Source: an optimization exercise on an open RTL-to-GDS flow (aim: a short achievable clock period and few clock cycles). Production flows keep margins and buffers that such runs may drop.
RTL that was checked went through simulation tests only; none was proved equivalent to the original.
Only the layout flow was run in run 1; the RTL was not checked for function there.
Power and IR drop assume default switching activity.

File: config.mk
export PLATFORM = sky130hd
export DESIGN_NAME = riscv
export DESIGN_NICKNAME = riscv
export VERILOG_FILES = /design/flow/design.v
export SDC_FILE = /design/flow/constraint.sdc
export NUM_CORES = 8
export LEC_CHECK = 0
export CAP_MARGIN = 20
export CORE_MARGIN = 2
export CORE_UTILIZATION = 40
export PLACE_DENSITY = 0.6
export SLEW_MARGIN = 20
export SYNTH_HIERARCHICAL = 1
export TNS_END_PERCENT = 100
File: constraint.sdc
create_clock -name core_clock -period 10.0 [get_ports {clk}]
set_input_delay 2.0000 -clock core_clock [delete_from_list [all_inputs] [get_ports {clk}]]
set_output_delay 2.0000 -clock core_clock [all_outputs]
set_load 0.01 [all_outputs]
File: design.v
module riscv_if(
	input	[31:0]			pc_i,
	input	[32-1:0]		v_i,
	input	[32-1:0]		unc_i,
	input	[32-1:0]		ret_i,
	input	[32*7-1:0]	tag_i,
	input	[32*12-1:0]	tgt_i,
	input	[32*2-1:0]		ctr_i,
	input	[12+1:2]		ras_i,
	output				hit_o,
	output				pred_o,
	output	[1:0]			ctr_o,
	output	[12+1:2]		ptgt_o
);
wire	[5-1:0]	idx = pc_i[5+1:2];
wire	[7-1:0]	tag = pc_i[5+7+1:5+2];
assign	hit_o  = v_i[idx] & (tag_i[idx*7 +: 7] == tag);
assign	ctr_o  = ctr_i[idx*2 +: 2];
assign	pred_o = hit_o & (unc_i[idx] | ctr_o[1]);
assign	ptgt_o = ret_i[idx] ? ras_i : tgt_i[idx*12 +: 12];
endmodule
module riscv_id(
	input	[31:0]		inst_i,
	output	[4:0]		rd_o,
	output	[4:0]		rs1_o,
	output	[4:0]		rs2_o,
	output			lui_o,
	output			auipc_o,
	output			jal_o,
	output			jalr_o,
	output			br_o,
	output			load_o,
	output			store_o,
	output			use1_o,		 
	output			use2_o,		 
	output			wr_o,		 
	output			rs2b_o,		 
	output			call_o,
	output			ret_o,
	output	[31:0]		imm_o,		 
	output	[31:0]		timm_o,		 
	output	[5:0]		brc_o,		 
	output	[11-1:0]	op_o
);
wire	[31:0]	inst = inst_i;
wire	[4:0]	opc  = inst[6:2];
wire	[2:0]	f3   = inst[14:12];
assign	rd_o  = inst[11:7];
assign	rs1_o = inst[19:15];
assign	rs2_o = inst[24:20];
wire	opimm = (opc == 5'b00100);
wire	op    = (opc == 5'b01100);
assign	lui_o   = (opc == 5'b01101);
assign	auipc_o = (opc == 5'b00101);
assign	jal_o   = (opc == 5'b11011);
assign	jalr_o  = (opc == 5'b11001);
assign	br_o    = (opc == 5'b11000);
assign	load_o  = (opc == 5'b00000);
assign	store_o = (opc == 5'b01000);
assign	use1_o  = jalr_o | br_o | load_o | store_o | opimm | op;
assign	use2_o  = br_o | store_o | op;
assign	wr_o    = lui_o | auipc_o | jal_o | jalr_o | load_o | opimm | op;
assign	rs2b_o  = br_o | op;
wire	rd_link  = (rd_o == 5'd1) | (rd_o == 5'd5);
wire	rs1_link = (rs1_o == 5'd1) | (rs1_o == 5'd5);
assign	call_o  = (jal_o | jalr_o) & rd_link;
assign	ret_o   = jalr_o & rs1_link & ~rd_link;
wire	[31:0]	imm_i = {{20{inst[31]}}, inst[31:20]};
wire	[31:0]	imm_s = {{20{inst[31]}}, inst[31:25], inst[11:7]};
wire	[31:0]	imm_b = {{20{inst[31]}}, inst[7], inst[30:25], inst[11:8], 1'b0};
wire	[31:0]	imm_u = {inst[31:12], 12'b0};
wire	[31:0]	imm_j = {{12{inst[31]}}, inst[19:12], inst[20], inst[30:21], 1'b0};
assign	imm_o  = store_o ? imm_s : (lui_o | auipc_o) ? imm_u : imm_i;
assign	timm_o = jal_o ? imm_j : imm_b;
assign	brc_o = {f3 == 3'd7, f3 == 3'd6, f3 == 3'd5, f3 == 3'd4, f3 == 3'd1, f3 == 3'd0} & {6{br_o}};
wire	alu = op | opimm;
assign	op_o[0]  = lui_o | auipc_o | load_o | store_o | (opimm & f3 == 3'd0) | (op & f3 == 3'd0 & ~inst[30]);
assign	op_o[1]  = op & f3 == 3'd0 & inst[30];
assign	op_o[2]  = alu & f3 == 3'd2;
assign	op_o[3] = alu & f3 == 3'd3;
assign	op_o[4]  = alu & f3 == 3'd4;
assign	op_o[5]   = alu & f3 == 3'd6;
assign	op_o[6]  = alu & f3 == 3'd7;
assign	op_o[7]  = alu & f3 == 3'd1;
assign	op_o[8]  = alu & f3 == 3'd5 & ~inst[30];
assign	op_o[9]  = alu & f3 == 3'd5 & inst[30];
assign	op_o[10] = jal_o | jalr_o;
endmodule
module riscv_alu(
	input	[31:0]		a_i,
	input	[31:0]		b_i,
	input	[11-1:0]	op_i,
	input	[31:0]		pc4_i,
	output	[31:0]		res_o
);
wire	[31:0]	a = a_i;
wire	[31:0]	b = b_i;
wire	[31:0]	sum  = a + b;
wire	[31:0]	diff = a - b;
wire		ltu  = (a < b);
wire		lts  = (a[31] != b[31]) ? a[31] : ltu;
wire	[31:0]	sll  = a << b[4:0];
wire	[31:0]	srl  = a >> b[4:0];
wire	[31:0]	sra  = $signed(a) >>> b[4:0];
assign	res_o = ({32{op_i[0]}}  & sum) |
		({32{op_i[1]}}  & diff) |
		{31'd0, (op_i[2] & lts) | (op_i[3] & ltu)} |
		({32{op_i[4]}}  & (a ^ b)) |
		({32{op_i[5]}}   & (a | b)) |
		({32{op_i[6]}}  & (a & b)) |
		({32{op_i[7]}}  & sll) |
		({32{op_i[8]}}  & srl) |
		({32{op_i[9]}}  & sra) |
		({32{op_i[10]}} & pc4_i);
endmodule
module riscv_ex(
	input		valid_i,
	input	[31:0]	a_i,
	input	[31:0]	b_i,
	input	[31:0]	pc_i,
	input	[31:0]	pc4_i,
	input	[31:0]	timm_i,
	input		br_i,
	input		jal_i,
	input		jalr_i,
	input	[5:0]	brc_i,
	input		pred_i,		 
	input	[31:2]	ptgt_i,		 
	output		mispred_o,
	output		taken_o,
	output	[31:0]	tgt_o,
	output	[31:0]	redir_o
);
function automatic sum_eq;
	input [31:0] a;
	input [31:0] b;
	input [31:0] k;
	reg   [31:0] r;
	reg   [31:0] g;
	integer i;
	begin
		r = a ^ b ^ k;			 
		g = (a & b) | ((a ^ b) & r);	 
		sum_eq = (r[1] == (a[0] & b[0]));
		for (i = 1; i < 31; i = i + 1)
			sum_eq = sum_eq & (r[i+1] == g[i]);
	end
endfunction
wire	eq  = (a_i == b_i);
wire	ltu = (a_i < b_i);
wire	lts = (a_i[31] != b_i[31]) ? a_i[31] : ltu;
wire	taken = (brc_i[0] & eq) | (brc_i[1] & ~eq) | (brc_i[2] & lts) | (brc_i[3] & ~lts) |
		(brc_i[4] & ltu) | (brc_i[5] & ~ltu);
wire	[31:0]	jalr_sum = a_i + b_i;
wire	[31:0]	br_tgt   = pc_i + timm_i;
assign	taken_o = jal_i | jalr_i | (br_i & taken);
assign	tgt_o   = jalr_i ? {jalr_sum[31:1], 1'b0} : br_tgt;
wire	tgt_ok = jalr_i ? sum_eq(a_i, b_i, {ptgt_i, 2'b00}) : sum_eq(pc_i, timm_i, {ptgt_i, 2'b00});
assign	mispred_o = valid_i & ((taken_o != pred_i) | (taken_o & ~tgt_ok));
assign	redir_o = taken_o ? tgt_o : pc4_i;
endmodule
module riscv_wb(
	input	[31:0]		pc_i,
	input			mispred_i,
	input	[31:0]		redir_i,
	input			stall_i,
	input			pred_i,
	input	[12+1:2]	ptgt_i,
	output	[31:0]		next_o,
	output	[31:0]		pc4_o
);
assign	pc4_o  = pc_i + 32'd4;
assign	next_o = mispred_i ? redir_i :
		 stall_i   ? pc_i :
		 pred_i    ? {pc_i[31:12+2], ptgt_i, 2'b00} : pc4_o;
endmodule
module riscv_register(
	input	[32*32-1:0]	rf_i,
	input	[4:0]		idx_i,
	output	[31:0]		val_o
);
assign	val_o = rf_i[idx_i*32 +: 32];
endmodule
module riscv_stall(
	input	[4:0]	rs1_i,
	input	[4:0]	rs2_i,
	input		use1_i,
	input		use2_i,
	input		e_fwd_i,	 
	input		e_load_i,	 
	input	[4:0]	e_rd_i,
	input		m_fwd_i,	 
	input	[4:0]	m_rd_i,
	output		s1_e_o,
	output		s1_m_o,
	output		s1_r_o,
	output		s2_e_o,
	output		s2_m_o,
	output		s2_r_o,
	output		stall_o
);
wire	h1e = e_fwd_i & (e_rd_i == rs1_i);
wire	h1m = m_fwd_i & (m_rd_i == rs1_i);
wire	h2e = e_fwd_i & (e_rd_i == rs2_i);
wire	h2m = m_fwd_i & (m_rd_i == rs2_i);
assign	s1_e_o = h1e;
assign	s1_m_o = ~h1e & h1m;
assign	s1_r_o = ~h1e & ~h1m;
assign	s2_e_o = h2e;
assign	s2_m_o = ~h2e & h2m;
assign	s2_r_o = ~h2e & ~h2m;
assign	stall_o = e_load_i & ((use1_i & (e_rd_i == rs1_i)) | (use2_i & (e_rd_i == rs2_i)));
endmodule
module riscv_forward(
	input		sel_e_i,	 
	input		sel_m_i,	 
	input		sel_r_i,	 
	input		sel_x_i,	 
	input	[31:0]	e_i,
	input	[31:0]	m_i,
	input	[31:0]	r_i,
	input	[31:0]	x_i,
	output	[31:0]	val_o
);
assign	val_o = ({32{sel_e_i}} & e_i) | ({32{sel_m_i}} & m_i) |
		({32{sel_r_i}} & r_i) | ({32{sel_x_i}} & x_i);
endmodule
module riscv(
	input	wire		clk,
	input	wire		rst,		 
	input	wire	[31:0]	inst_i,		 
	output	wire	[31:0]	inst_addr_o,	 
	output	wire		inst_ce_o,	 
	input	wire	[31:0]	data_i,		 
	output	wire		data_we_o,	 
	output	wire		data_ce_o,	 
	output	wire	[31:0]	data_addr_o,	 
	output	wire	[31:0]	data_o		 
);
assign	inst_ce_o = 1'b1;
assign	data_ce_o = 1'b1;
reg	[31:0]	pc_out;
reg	[31:0]	pc_n;
wire	[31:0]	pc = ~pc_n;
reg		e_valid;
reg	[31:0]	e_pc;
reg	[31:0]	e_pc4;
reg	[31:0]	e_a;		 
reg	[31:0]	e_b;		 
reg	[31:0]	e_s;		 
reg	[31:0]	e_timm;		 
reg	[4:0]	e_rd;
reg		e_we;		 
reg		e_load;
reg		e_store;
reg		e_br;
reg		e_jal;
reg		e_jalr;
reg		e_call;
reg		e_ret;
reg	[5:0]	e_brc;		 
reg	[11-1:0]	e_op;	 
reg		e_pred;		 
reg	[31:2]	e_ptgt;		 
reg		e_hit;		 
reg	[1:0]	e_ctr;		 
reg		m_valid;
reg	[31:0]	m_addr;
reg	[31:0]	m_res_n;
reg	[31:0]	m_sd;
reg		m_we_mem;
reg	[4:0]	m_rd;
reg		m_we;
reg		m_load;
reg	[31:0]	rf [1:31];
reg		btb_v   [0:32-1];
reg	[7-1:0]	btb_tag [0:32-1];
reg	[12+1:2]	btb_tgt [0:32-1];
reg	[1:0]	btb_ctr [0:32-1];
reg		btb_unc [0:32-1];	 
reg		btb_ret [0:32-1];	 
reg	[12+1:2]	ras0, ras1, ras2, ras3;
reg		u_btb;
reg	[5-1:0]	u_idx;
reg	[7-1:0]	u_tag;
reg	[12+1:2]	u_tgt;
reg		u_v, u_unc, u_ret;
reg	[1:0]	u_ctr;
reg		u_call, u_pop;
reg	[12+1:2]	u_link;
wire	[31:0]	m_res = ~m_res_n;
wire	[31:0]	m_val = m_load ? data_i : m_res;
wire	[31:0]	res;
riscv_alu ALU(
	.a_i(e_a),
	.b_i(e_b),
	.op_i(e_op),
	.pc4_i(e_pc4),
	.res_o(res)
);
wire		mispred;
wire		act_taken;
wire	[31:0]	act_tgt;
wire	[31:0]	redir_pc;
riscv_ex BR(
	.valid_i(e_valid),
	.a_i(e_a),
	.b_i(e_b),
	.pc_i(e_pc),
	.pc4_i(e_pc4),
	.timm_i(e_timm),
	.br_i(e_br),
	.jal_i(e_jal),
	.jalr_i(e_jalr),
	.brc_i(e_brc),
	.pred_i(e_pred),
	.ptgt_i({e_pc[31:12+2], e_ptgt[12+1:2]}),
	.mispred_o(mispred),
	.taken_o(act_taken),
	.tgt_o(act_tgt),
	.redir_o(redir_pc)
);
wire	[4:0]	rd, rs1, rs2;
wire		d_lui, d_auipc, d_jal, d_jalr, d_br, d_load, d_store;
wire		d_use1, d_use2, d_wr, d_rs2b, d_call, d_ret;
wire	[31:0]	d_imm, d_timm;
wire	[5:0]	d_brc;
wire	[11-1:0]	d_op;
riscv_id DEC(
	.inst_i(inst_i),
	.rd_o(rd),
	.rs1_o(rs1),
	.rs2_o(rs2),
	.lui_o(d_lui),
	.auipc_o(d_auipc),
	.jal_o(d_jal),
	.jalr_o(d_jalr),
	.br_o(d_br),
	.load_o(d_load),
	.store_o(d_store),
	.use1_o(d_use1),
	.use2_o(d_use2),
	.wr_o(d_wr),
	.rs2b_o(d_rs2b),
	.call_o(d_call),
	.ret_o(d_ret),
	.imm_o(d_imm),
	.timm_o(d_timm),
	.brc_o(d_brc),
	.op_o(d_op)
);
wire	[32*32-1:0]	rf_flat;
assign	rf_flat[31:0] = 32'd0;
genvar gi;
generate
	for (gi = 1; gi < 32; gi = gi + 1) begin : g_rf
		assign rf_flat[gi*32 +: 32] = rf[gi];
	end
endgenerate
wire	[31:0]	rf1, rf2;
riscv_register RD1(.rf_i(rf_flat), .idx_i(rs1), .val_o(rf1));
riscv_register RD2(.rf_i(rf_flat), .idx_i(rs2), .val_o(rf2));
wire	s1_e, s1_m, s1_r, s2_e, s2_m, s2_r, stall;
riscv_stall HAZ(
	.rs1_i(rs1),
	.rs2_i(rs2),
	.use1_i(d_use1),
	.use2_i(d_use2),
	.e_fwd_i(e_valid & e_we),
	.e_load_i(e_valid & e_load & e_we),
	.e_rd_i(e_rd),
	.m_fwd_i(m_valid & m_we),
	.m_rd_i(m_rd),
	.s1_e_o(s1_e),
	.s1_m_o(s1_m),
	.s1_r_o(s1_r),
	.s2_e_o(s2_e),
	.s2_m_o(s2_m),
	.s2_r_o(s2_r),
	.stall_o(stall)
);
wire	[31:0]	opa, opb, ops;
riscv_forward FA(
	.sel_e_i(s1_e & ~d_auipc & ~d_lui),
	.sel_m_i(s1_m & ~d_auipc & ~d_lui),
	.sel_r_i(s1_r & ~d_auipc & ~d_lui),
	.sel_x_i(d_auipc),
	.e_i(res),
	.m_i(m_val),
	.r_i(rf1),
	.x_i(pc),
	.val_o(opa)
);
riscv_forward FB(
	.sel_e_i(s2_e & d_rs2b),
	.sel_m_i(s2_m & d_rs2b),
	.sel_r_i(s2_r & d_rs2b),
	.sel_x_i(~d_rs2b),
	.e_i(res),
	.m_i(m_val),
	.r_i(rf2),
	.x_i(d_imm),
	.val_o(opb)
);
riscv_forward FS(
	.sel_e_i(s2_e),
	.sel_m_i(s2_m),
	.sel_r_i(s2_r),
	.sel_x_i(1'b0),
	.e_i(res),
	.m_i(m_val),
	.r_i(rf2),
	.x_i(32'd0),
	.val_o(ops)
);
wire	[32-1:0]		bv_flat, bu_flat, br_flat;
wire	[32*7-1:0]	bt_flat;
wire	[32*12-1:0]	bg_flat;
wire	[32*2-1:0]		bc_flat;
generate
	for (gi = 0; gi < 32; gi = gi + 1) begin : g_btb
		assign bv_flat[gi] = btb_v[gi];
		assign bu_flat[gi] = btb_unc[gi];
		assign br_flat[gi] = btb_ret[gi];
		assign bt_flat[gi*7 +: 7] = btb_tag[gi];
		assign bg_flat[gi*12 +: 12] = btb_tgt[gi];
		assign bc_flat[gi*2 +: 2] = btb_ctr[gi];
	end
endgenerate
wire		f_hit, f_pred;
wire	[1:0]	f_ctr;
wire	[12+1:2]	f_ptgt;
riscv_if BTB(
	.pc_i(pc),
	.v_i(bv_flat),
	.unc_i(bu_flat),
	.ret_i(br_flat),
	.tag_i(bt_flat),
	.tgt_i(bg_flat),
	.ctr_i(bc_flat),
	.ras_i(ras0),
	.hit_o(f_hit),
	.pred_o(f_pred),
	.ctr_o(f_ctr),
	.ptgt_o(f_ptgt)
);
wire	[31:0]	next_pc, pc4;
riscv_wb NPC(
	.pc_i(pc),
	.mispred_i(mispred),
	.redir_i(redir_pc),
	.stall_i(stall),
	.pred_i(f_pred),
	.ptgt_i(f_ptgt),
	.next_o(next_pc),
	.pc4_o(pc4)
);
always @(posedge clk or posedge rst) begin
	if (rst) begin
		pc_out <= 32'd0;
		pc_n   <= 32'hffffffff;
	end else begin
		pc_out <= next_pc;
		pc_n   <= ~next_pc;
	end
end
assign	inst_addr_o = pc_out;
always @(posedge clk or posedge rst) begin
	if (rst) begin
		e_valid <= 1'b0;
	end else begin
		e_valid <= ~mispred & ~stall;
	end
end
always @(posedge clk) begin
	e_pc    <= pc;
	e_pc4   <= pc4;
	e_a     <= opa;
	e_b     <= opb;
	e_s     <= ops;
	e_timm  <= d_timm;
	e_rd    <= rd;
	e_we    <= d_wr & (rd != 5'd0);
	e_load  <= d_load;
	e_store <= d_store;
	e_br    <= d_br;
	e_jal   <= d_jal;
	e_jalr  <= d_jalr;
	e_call  <= d_call;
	e_ret   <= d_ret;
	e_brc   <= d_brc;
	e_op    <= d_op;
	e_pred  <= f_pred;
	e_ptgt  <= {pc[31:12+2], f_ptgt};
	e_hit   <= f_hit;
	e_ctr   <= f_ctr;
end
always @(posedge clk or posedge rst) begin
	if (rst) begin
		m_valid  <= 1'b0;
		m_we_mem <= 1'b0;
	end else begin
		m_valid  <= e_valid;
		m_we_mem <= e_valid & e_store;
	end
end
always @(posedge clk) begin
	m_addr  <= res;
	m_res_n <= ~res;
	m_sd    <= e_s;
	m_rd    <= e_rd;
	m_we    <= e_we;
	m_load  <= e_load;
end
assign	data_addr_o = m_addr;
assign	data_o      = m_sd;
assign	data_we_o   = m_we_mem;
integer k;
always @(posedge clk or posedge rst) begin
	if (rst) begin
		for (k = 1; k < 32; k = k + 1)
			rf[k] <= 32'd0;
	end else if (m_valid & m_we) begin
		rf[m_rd] <= m_val;
	end
end
wire	e_ctl = e_br | e_jal | e_jalr;
always @(posedge clk or posedge rst) begin
	if (rst) begin
		u_btb  <= 1'b0;
		u_call <= 1'b0;
		u_pop  <= 1'b0;
	end else begin
		u_btb  <= e_valid & (act_taken | e_hit);
		u_call <= e_valid & e_call;
		u_pop  <= e_valid & e_ret;
	end
end
always @(posedge clk) begin
	u_idx  <= e_pc[5+1:2];
	u_tag  <= e_pc[5+7+1:5+2];
	u_tgt  <= act_taken ? act_tgt[12+1:2] : e_ptgt[12+1:2];
	u_v    <= e_ctl;
	u_unc  <= e_jal | e_jalr;
	u_ret  <= e_ret;
	u_ctr  <= ~e_hit ? 2'd2 :
		  act_taken ? ((e_ctr == 2'd3) ? 2'd3 : e_ctr + 2'd1) :
			      ((e_ctr == 2'd0) ? 2'd0 : e_ctr - 2'd1);
	u_link <= e_pc4[12+1:2];
end
integer j;
always @(posedge clk or posedge rst) begin
	if (rst) begin
		for (j = 0; j < 32; j = j + 1)
			btb_v[j] <= 1'b0;
	end else if (u_btb) begin
		btb_v[u_idx] <= u_v;
	end
end
always @(posedge clk) begin
	if (u_btb) begin
		btb_tag[u_idx] <= u_tag;
		btb_tgt[u_idx] <= u_tgt;
		btb_unc[u_idx] <= u_unc;
		btb_ret[u_idx] <= u_ret;
		btb_ctr[u_idx] <= u_ctr;
	end
end
always @(posedge clk or posedge rst) begin
	if (rst) begin
		ras0 <= {12{1'b0}};
		ras1 <= {12{1'b0}};
		ras2 <= {12{1'b0}};
		ras3 <= {12{1'b0}};
	end else if (u_call & u_pop) begin
		ras0 <= u_link;
	end else if (u_call) begin
		ras0 <= u_link;
		ras1 <= ras0;
		ras2 <= ras1;
		ras3 <= ras2;
	end else if (u_pop) begin
		ras0 <= ras1;
		ras1 <= ras2;
		ras2 <= ras3;
	end
end
endmodule
File: flow/run.sh
#!/bin/bash
set -u
bash standard.sh SETUP_SLACK_MARGIN=6.7 finish > standard_flow.log 2>&1
File: standard.sh
#!/bin/bash
# synth_recipe.tcl (not shown) runs the flow's synth.tcl, then flattens the netlist and writes it again
# the make line also repeats each setting of config.mk as NAME=value (left out here)
make -C /OpenROAD-flow-scripts/flow DESIGN_CONFIG=/design/flow/config.mk WORK_HOME=/design/flow/orfs CLKGATE_MAP_FILE= SYNTH_SCRIPT=/design/flow/synth_recipe.tcl "${@:-finish}"
==> flow_metrics.py, run 1 <==
metrics = {
    "placed_design": {
        "numPortBuffers": 160,
        "place_hpwl_um": 295000,
        "place_ws_ns": 3.75,
        "placed_cells": 13400,
        "gp_congestion": 1.03,
    },
    "critical_path": {
        "path_class": "flip-flop to flip-flop",
        "reg2reg_from": "e_b[19]",
        "cp_max_fo": 7,
        "crit_required_ns": 10.84,
        "r2r_end": "pc_n[17]",
        "endpoint_kind": "flip-flop",
        "start_kind": "flip-flop",
        "arrival_ns": 5.07,
        "r2r_slack_ns": 5.77,
        "reg2regPathDepth": 19,
    },
    "power": {
        "combPwrFrac_pct": 31.3,
        "powerDensity_nw_per_um2": 220,
        "peakVddDrop_mv": 0.209,
        "p_sw_mw": 11.0,
        "swShare_pct": 34.5,
        "p_clk_share_pct": 29.6,
        "total_power_mw": 31.9,
        "seqPwrFrac_pct": 39.1,
        "p_int_mw": 20.9,
        "leakage_nw": 58.1,
    },
    "timing": {
        "slew_headroom_pct": 21.2,
        "hold_viol": 0,
        "worst_slack_ns": 5.77,
        "fin_skew_ns": 0.112,
        "max_clock_freq_mhz": 236,
        "min_period_ns": 4.23,
        "grt_setup_unrepaired": "true",
        "setup_viol": 0,
        "drv_slew": 0,
        "post-route-period-util_pct": 42.3,
        "tns_ns": 0,
        "hold_ws_ns": 0.292,
        "worstMarginPinSlew_ns": 1.18,
    },
    "drt": {
        "viasPerCell": 6.28,
        "via_count": 90100,
        "ant_nets": 0,
        "first_iter_violations": 10700,
        "dr.pass1.iters": 6,
        "wirelength_um": 506000,
        "wl_per_cell_um": 35.3,
        "route.detailed.drc": 0,
    },
    "global_routing": {
        "antenna_found_initial": 42,
        "grt.overflow.total": 0,
        "grt_pass1_wl_um": 687000,
        "grt_pass1_vias": 88700,
        "grt_max_degree": 178,
        "grt.total_usage_pct": 32.2,
    },
    "yosys": {
        "yosysWarnings": 10,
        "synth_area_per_cell_um2": 12.3,
        "synth_area_um2": 119000,
        "synthCells": 9673,
    },
    "clock_network": {
        "numCtsBuffers": 243,
        "htreeDepth": 4,
        "clk_pin_slew_ns": 0.07,
        "cts_tree": "done",
        "clock-sinks": 2260,
        "clock_latency_ns": 0.95,
        "cts_hold_buf": 0,
        "cts.path.max_buffers": 4,
        "cts-root-buf": "clkbuf_16",
    },
    "run": {
        "maxCapViolations": 0,
    },
    "floorplanning": {
        "core_area_um2": 294000,
        "die-area_um2": 301000,
        "row_count": 199,
        "start_util_pct": 40.3,
        "ios": 165,
        "die_h_um": 548,
        "fp.dieW_um": 548,
    },
    "min_path": {
        "hp-class": "flip-flop to flip-flop",
        "min_delay_path_depth": 0,
        "min-delay-start": "e_s[4]",
        "holdPathEnd": "m_sd[4]",
    },
    "cells_and_area": {
        "syn_to_final_growth_pct": 22.3,
        "stdcell_count": 14400,
        "drive_above_1_share_pct": 33.1,
        "final_nets": 10500,
    },
    "outcome": {
        "status": "no timing/DRC/antenna violations",
    },
}
==> final cells by class <==
cell class / instances / area, um^2
Timing Repair inverter: 4 / 35.0
Timing Repair Buffer: 935 / 12200
Tap cell: 3919 / 4900
Multi-Input combinational cell: 6413 / 59600
Inverter: 342 / 1370
Sequential cell: 2260 / 58500
Clock inverter: 116 / 1380
Antenna cell: 32 / 80.1
Fill cell: 25700 / 149000
Clock buffer: 330 / 6930
==> per-layer routing <==
layer  up-vias  part of all wire, %  global-route usage [%]
li1      37100                    -                       -
met1     46400                   39                    41.2
met2      5084                   44                    49.0
met3      1461                  9.4                    6.91
met4        20                  8.2                    21.8
met5         -                0.033                       0
==> cells in the final DEF, fill, tap and decap left out, types with 42 or more instances in the layout <==
cell	count
dfrtp_1	1108
a31oi_1	62
edfxtp_1	736
nand3_1	213
o21ai_0	138
buf_16	76
mux2i_1	1115
a22oi_1	320
nor3_1	102
a21oi_1	385
a22o_1	133
nand2_1	617
clkbuf_16	274
nor2_1	233
mux2_2	1084
dfxtp_2	49
ha_1	144
a21o_1	42
a22oi_2	91
xnor2_1	98
fa_1	60
buf_12	101
buf_6	186
clkdlybuf4s50_1	48
mux4_2	263
nor2_4	47
inv_1	296
nand3_2	44
buf_4	383
xor2_1	87
conb_1	104
nand4_1	48
dfxtp_1	307
nor2b_1	44
==> critical path, cell delays in order (launching register included) <==
cell and delay (ns):
dfxtp_2 0.34, buf_8 0.16, inv_4 0.05, ha_4 0.24, a21o_1 0.15, a221o_1 0.39, a211oi_2 0.26, o21ai_2 0.14
o31ai_4 0.33, mux2_4 0.34, o41a_4 0.45, nand3_2 0.10, o211a_4 0.18, buf_12 0.12, clkinvlp_4 0.12, buf_12 0.17
buf_8 0.14, o211ai_1 0.14, nand3_4 0.19, inv_2 0.09
==> per-stage QoR <==
| stage | utilization [%] | area, um^2 |
|---|---|---|
| floorplan | - | 119000 |
| global placement | 42.3 | 124000 |
| detailed placement | 42.3 | 124000 |
| CTS | 48.0 | 141000 |
| global route | 49.3 | 145000 |
| finish | 49.3 | 145000 |
==> registers in the layout (all words and copies together), names as in the netlist, 64 cells and up <==
register  count
rf          992
btb_ctr      64
btb_tag     224
btb_tgt     384
==> power by group through the flow <==
stage	combinational [mW]	clock, mW	sequential (mW)
2_1_floorplan	5.51	0	12.1
3_3_place_gp	8.19	0	12.4
3_5_place_dp	8.28	0	12.6
4_1_cts	9.38	9.55	12.4
5_1_grt	10.4	9.91	12.6
6_report	9.98	9.45	12.5
==> how the worst max path moves through the flow <==
| stage | start | end |
|---|---|---|
| floorplan | rst | btb_v[0] |
| global placement | inst_i[20] | e_s[30] |
| detailed placement | inst_i[22] | e_s[10] |
| CTS | e_b[19] | pc_n[22] |
| global route | pc_n[2] | pc_n[16] |
| finish | e_b[19] | pc_n[17] |
==> timing repair <==
action	4_1_cts	5_1_grt
gates cloned	75	29
endpoints found under the setup margin	712	587
buffers inserted	270	122
pin swaps	177	209
resized for setup	1389	451
hold endpoints to repair	0	0
==> run 2, diff against run 1 <==
--- a/design.v
+++ b/design.v
@@ -103,3 +103,3 @@
 wire	[31:0]	srl  = a >> b[4:0];
-wire	[31:0]	sra  = $signed(a) >>> b[4:0];
+wire	[31:0]	sra  = srl | ({32{a[31]}} & ~(32'hffffffff >> b[4:0]));
 assign	res_o = ({32{op_i[0]}}  & sum) |
==> flow_metrics.py, run 2 <==
metrics = {
    "cells_and_area": {
        "syn_to_final_growth_pct": 21.5,
        "drive_above_1_share_pct": 33.1,
        "regMostFlops": "rf",
        "largest_reg_flops": 992,
        "stdcell_count": 14300,
        "final_nets": 10500,
        "stdcell_area_um2": 144000,
        "mostFrequentLayoutCells": "1151 x mux2i_1, 1108 x dfrtp_1, 1071 x mux2_2, 736 x edfxtp_1, 618 x nand2_1",
        "reg_top3": "rf: 992 flops, btb_tgt: 384 flops, btb_tag: 224 flops",
        "final_common_cell": "mux2i_1",
    },
    "critical_path": {
        "arrival_ns": 4.85,
        "critPathLaunch": "e_b[25]",
        "r2r_slack_ns": 5.96,
        "cp_max_fo": 6,
        "start_kind": "flip-flop",
        "slowest_delay_ns": 0.56,
        "crit_required_ns": 10.82,
        "cp_slowest_cell": "o41a_4",
        "path_class": "flip-flop to flip-flop",
        "path_cells": "inv_1 > ha_4 > nand4_1 > nor3_4 > nand4_1 > buf_6 > a21oi_4 > nor2_4 > mux2_4 > o41a_4 > nand3_2 > o211a_4 > buf_12 > clkinvlp_4 > buf_12 > buf_8 > mux2_4",
        "reg2reg_from": "e_b[25]",
        "endpoint_kind": "flip-flop",
    },
    "floorplanning": {
        "die-area_um2": 300000,
        "row_count": 199,
        "core_area_um2": 294000,
        "die_h_um": 548,
        "ios": 165,
        "start_util_pct": 40.2,
        "fp.dieW_um": 548,
    },
    "timing": {
        "hold_viol": 0,
        "worstMarginPinSlew_ns": 1.26,
        "max_clock_freq_mhz": 248,
        "setup_viol": 0,
        "fin_skew_ns": 0.0895,
        "worst_slack_ns": 5.96,
        "drv_slew": 0,
        "post-route-period-util_pct": 40.4,
        "grt_setup_unrepaired": "true",
        "slew_headroom_pct": 16.2,
        "min_period_ns": 4.04,
    },
    "placed_design": {
        "place_area_um2": 124000,
        "gp_congestion": 1.03,
        "placed_cells": 13300,
        "place_ws_ns": 3.68,
        "numPortBuffers": 160,
        "place_hpwl_um": 268000,
    },
    "global_routing": {
        "grt.overflow.total": 0,
        "antenna_found_initial": 21,
        "grt_max_degree": 162,
        "grt.total_usage_pct": 30.2,
        "grt_pass1_wl_um": 654000,
        "grt_pass1_vias": 87200,
    },
    "power": {
        "combPwrFrac_pct": 31.1,
        "p_int_mw": 20.7,
        "powerDensity_nw_per_um2": 219,
        "total_power_mw": 31.5,
        "p_sw_mw": 10.8,
        "seqPwrFrac_pct": 39.5,
        "swShare_pct": 34.3,
        "peakVddDrop_mv": 0.199,
        "leakage_nw": 57.7,
        "p_clk_share_pct": 29.4,
    },
    "clock_network": {
        "numCtsBuffers": 241,
        "clk_pin_slew_ns": 0.06,
        "cts_hold_buf": 0,
        "clock_latency_ns": 0.94,
        "cts.path.max_buffers": 4,
        "cts_tree": "done",
        "htreeDepth": 4,
        "clock-sinks": 2260,
        "cts-root-buf": "clkbuf_16",
    },
    "yosys": {
        "synthCells": 9680,
        "synth_area_um2": 118000,
        "yosysWarnings": 10,
        "synth_area_per_cell_um2": 12.2,
    },
    "min_path": {
        "min-delay-start": "e_s[28]",
        "hp-class": "flip-flop to flip-flop",
    },
    "drt": {
        "wl_per_cell_um": 32.9,
        "dr.pass1.iters": 6,
        "viasPerCell": 6.21,
        "first_iter_violations": 11200,
        "route.detailed.drc": 0,
        "via_count": 89000,
        "wirelength_um": 472000,
        "ant_nets": 0,
    },
    "run": {
        "maxCapViolations": 0,
    },
    "outcome": {
        "status": "no timing/DRC/antenna violations",
    },
}
==> run 2: worst paths after layout <==
| path | to | depth (start not counted) |
|---|---|---|
| min in group asynchronous | rf[22][7] | 2 |
| max in group asynchronous | rf[17][13] | 4 |
| min | m_sd[28] | 0 |
| min reg2reg | m_sd[28] | 0 |
| max reg2reg | pc_out[2] | 17 |
| max | pc_out[2] | 17 |
==> run 2: layout make-up <==
type                       instances  area [um^2]
timing repair inverter             5         47.5
clock buffer                     352         7030
timing repair buffer             923        11500
antenna                           15         37.5
inverter                         338         1350
fill                           25500       150000
sequential                      2260        58600
multi-input combinational       6424        59200
tap                             3919         4900
clock inverter                    96         1150
==> run 2: what timing repair did <==
action,CTS,global route
buffers inserted,284,140
pin swaps,202,199
resized for setup,1497,326
setup endpoints to repair,718,832
gates cloned,78,17
==> run 2: layer usage <==
| metal | vias up | GRT usage [%] | share of wire (%) |
|---|---|---|---|
| met5 | - | 0 | 0.021 |
| li1 | 37100 | - | - |
| met2 | 4787 | 45.0 | 44 |
| met3 | 1199 | 6.91 | 9.6 |
| met1 | 45900 | 39.7 | 40 |
| met4 | 16 | 18.8 | 6.9 |
==> run 2: power groups by stage <==
| stage | clock network (mW) | logic, mW | registers [mW] |
|---|---|---|---|
| global route | 9.72 | 10.3 | 12.6 |
| finish | 9.26 | 9.82 | 12.5 |
| floorplan | 0 | 5.50 | 12.0 |
| CTS | 9.35 | 9.22 | 12.4 |
| detailed placement | 0 | 8.06 | 12.5 |
| global placement | 0 | 7.96 | 12.4 |
==> run 2: stage by stage <==
step | TNS (ns) | util [%] | hold WS [ns]
after floorplan | -8692.29 | - | 0.310
after global placement | 0 | 42.1 | 0.314
after detailed placement | 0 | 42.1 | 0.312
after CTS | 0 | 47.9 | 0.326
after global routing | 0 | 48.9 | 0.333
final | 0 | 48.9 | 0.327
==> run 2: worst max-delay path, delay by kind of cell (launching register included) <==
family	cells	cell delay (ns)
fa+ha+maj	1	0.27
buf+inv	6	0.78
mux	2	0.65
flops	1	0.42
compound gates	3	1.05
simple gates	5	0.74
Testbench counts of run 2, summed over its fixed seeds: cycles 155,029.

-- separate check: timing with driven ports --
In the flow no input, the clock included, has a driving cell. The finished layouts below were timed again as built, in two steps.
Step 1, drivers: a clkbuf_16 drives clk and a buf_2 each remaining input, both assumed.
Step 2 adds t to the input delays and takes it off the output delays; t is the mean of the earliest and latest rising clock arrival at the registers after step 1. Input paths then give back, and output paths get back, about the clock's delay inside the block.
Three values: ideal ports, drivers, drivers and shift; two values: the first two.
run | shift t [ns] | slack for setup (ns) | worst slew at a driven data input, ns
run 1 | 1.000 | 5.768 / 5.768 / 5.036 | 0.44
run 2 | 0.992 | 5.965 / 5.965 / 5.124 | 0.44
After both steps setup and hold are still met in every run listed. The setup slack of run 2, which loses most, moves by 0.000 ns with the drivers and by -0.841 ns with both steps.
